What follows belongs to an exercise in optimizing a design on an open flow for small area and a short achievable clock period; a production flow would make more cautious choices. Function was checked by simulation only, so behaviour that the tests miss may differ from the original.

Design div16_reg, start of the top module:
module div16_reg (
    input wire clk,
    input wire [15:0] A,
    input wire [7:0] B,
    output reg [15:0] result,
    output reg [15:0] odd
);
For scale: about 790 cells after synthesis, ~57 I/O pins, ~5100 um2 of cells after synthesis.
export LEC_CHECK = 0
export CAP_MARGIN = 20
export CORE_MARGIN = 2
export CORE_UTILIZATION = 40
export CTS_BUF_LIST = sky130_fd_sc_hd__clkbuf_8
export SLEW_MARGIN = 20
export SYNTH_HIERARCHICAL = 1
export SYNTH_MINIMUM_KEEP_SIZE = 0
create_clock -name core_clock -period 36.0 [get_ports {clk}]
standard.sh (not shown) runs the stock make flow with config.mk's settings and CLKGATE_MAP_FILE= SYNTH_SCRIPT=/design/flow/synth_recipe.tcl, a recipe that flattens the netlist after the stock synthesis.
==> flow/flow/run.sh <==
#!/bin/bash
set -euo pipefail
bash standard.sh \
  BUFFER_PORTS_ARGS="-buffer_cell sky130_fd_sc_hd__buf_1" \
  SETUP_SLACK_MARGIN=16 \
  ABC_LOAD_IN_FF=1 \
  finish > standard.log 2>&1
Next try:
--- a/flow/design.v
+++ b/flow/design.v
@@ -22,26 +22,23 @@
     odd <= odd_d;
 end
 endmodule
 
 module div_16bit (
     input  [15:0] A,
     input  [7:0]  B,
     output [15:0] result,
     output [15:0] odd
 );
 wire [7:0] nb = ~B;
-wire zero, zlo, zhi;
-g_nor4 uz0 (.y(zhi), .a(B[7]), .b(B[6]), .c(B[5]), .d(B[4]));
-g_nor4 uz1 (.y(zlo), .a(B[3]), .b(B[2]), .c(B[1]), .d(B[0]));
-g_and2 uz2 (.y(zero), .a(zhi), .b(zlo));
+wire zero = ~|B;
 wire [7:1] zb, zbn;
 genvar w;
 generate for (w = 1; w < 8; w = w + 1) begin : zbg
     assign zb[w] = ~|B[7:w] & |B[w-1:0];
     assign zbn[w] = ~zb[w];
 end endgenerate
 wire [15:0] q;
 wire g15_1;
 g_nor2 u1 (.y(g15_1), .a(A[15]), .b(nb[0]));
 wire q15_2;
 g_nor2 u2 (.y(q15_2), .a(g15_1), .b(zbn[1]));
@@ -1407,38 +1404,32 @@
 g_xnor2 u674 (.y(t0_674), .a(nb[7]), .b(G0_652));
 wire m0_675;
 g_nor2 u675 (.y(m0_675), .a(q0_653), .b(t0_674));
 wire r0_676;
 g_xor2 u676 (.y(r0_676), .a(r1_617), .b(m0_675));
 assign result = {q[15:9], zero ? 9'd0 : q[8:0]};
 assign odd    = {zero ? A[15:8] : 8'd0, r0_676, r0_673, r0_670, r0_667, r0_664, r0_661, r0_658, r0_655};
 endmodule
 module g_a21oi (input a, b, c, output y);
 assign y = ~((a & b) | c);
 endmodule
-module g_and2 (input a, b, output y);
-assign y = a & b;
-endmodule
 module g_inv (input a, output y);
 assign y = ~a;
 endmodule
 module g_nand2 (input a, b, output y);
 assign y = ~(a & b);
 endmodule
 module g_nor2 (input a, b, output y);
 assign y = ~(a | b);
 endmodule
 module g_nor2b (input a, b, output y);
 assign y = ~(~a | b);
 endmodule
-module g_nor4 (input a, b, c, d, output y);
-assign y = ~(a | b | c | d);
-endmodule
 module g_o21ai (input a, b, c, output y);
 assign y = ~((a | b) & c);
 endmodule
 module g_xnor2 (input a, b, output y);
 assign y = ~(a ^ b);
 endmodule
 module g_xor2 (input a, b, output y);
 assign y = a ^ b;
 endmodule
After rerunning: Cell count does not change. Via count came out higher by 0.41%. Cell area stays flat. First-iteration DRC count rises by 38%. Count of clock-buffer cells in the layout stays the same.

--- another note on this design; it stands on its own ---

==> flow/design.v (excerpt) <==
module div16_reg (
    input wire clk,
    input wire [15:0] A,
    input wire [7:0] B,
    output reg [15:0] result,
    output reg [15:0] odd
);
Size: roughly 790 cells after synthesis, about 56 flip-flops, roughly 0.0051 mm² of cells after synthesis.
clock: 36.0 ns
lec_check: 0
cap_margin: 20
core_margin: 2
core_utilization: 40
cts_buf_list: sky130_fd_sc_hd__clkbuf_8
slew_margin: 20
synth_hierarchical: 1
synth_minimum_keep_size: 0
standard.sh (not shown) runs the stock make flow with config.mk's settings and CLKGATE_MAP_FILE= SYNTH_SCRIPT=/design/flow/synth_recipe.tcl, a recipe that flattens the netlist after the stock synthesis.
==> flow/flow/run.sh <==
#!/bin/bash
set -euo pipefail
bash standard.sh \
  BUFFER_PORTS_ARGS="-buffer_cell sky130_fd_sc_hd__buf_1" \
  SETUP_SLACK_MARGIN=17 \
  ABC_LOAD_IN_FF=1 \
  finish > standard.log 2>&1
==> next run, changes <==
--- a/flow/flow/run.sh
+++ b/flow/flow/run.sh
@@ -1,0 +2,5 @@
+# The standard layout (standard.sh), with these changes to how it is made:
+#  - the port buffers are the smallest buffer (buf_1) rather than the
+#    resizer's pick;
+#  - ABC maps the divider's small gate modules for a light load
+#    (ABC_LOAD_IN_FF=1), so they start at the smallest drive strength;
@@ -5 +10 @@
-  SETUP_SLACK_MARGIN=17 \
+  SETUP_SLACK_MARGIN=16 \
Area after synthesis does not change.
Routed wire length fell by 3.4%.
Clock-buffer cell count does not change.
Final area fell by 6.9%.
Utilization fell by 3.5 points.
Die area stays the same.
Clock skew fell by 0.0073 ns.
Final cell count fell by 3.7%.
Synthesized cell count stays the same.
Worst hold slack got worse by 0.0069 ns.

static timing again, ports no longer ideal:
The results above use ideal ports. As a check the final layouts listed here were re-extracted and re-timed, cells and wires unchanged.
Step 1 assumes that a clkbuf_16 drives the clock port and a buf_2 every other input.
Step 2 moves the port delays by t, midway between the first and last clock arrival at a register: inputs arrive t later, outputs are due t later. That takes back most of the time a late clock gives input paths.
Three values: no drivers, after step 1, after step 2; two values: the first two.
run | shift t [ns] | setup WS [ns] | slew at the worst register clock pin (ns)
the first run of note 1 | 0.362 | 18.023 / 18.023 / 18.023 | 0.11 / 0.11
the second run of note 1 | 0.364 | 17.813 / 17.813 / 17.813 | 0.12 / 0.12
the first run of note 2 | 0.367 | 18.491 / 18.491 / 18.491 | 0.13 / 0.13
the second run of note 2 | 0.362 | 18.023 / 18.023 / 18.023 | 0.11 / 0.11
After both steps setup and hold are still met in every run listed.
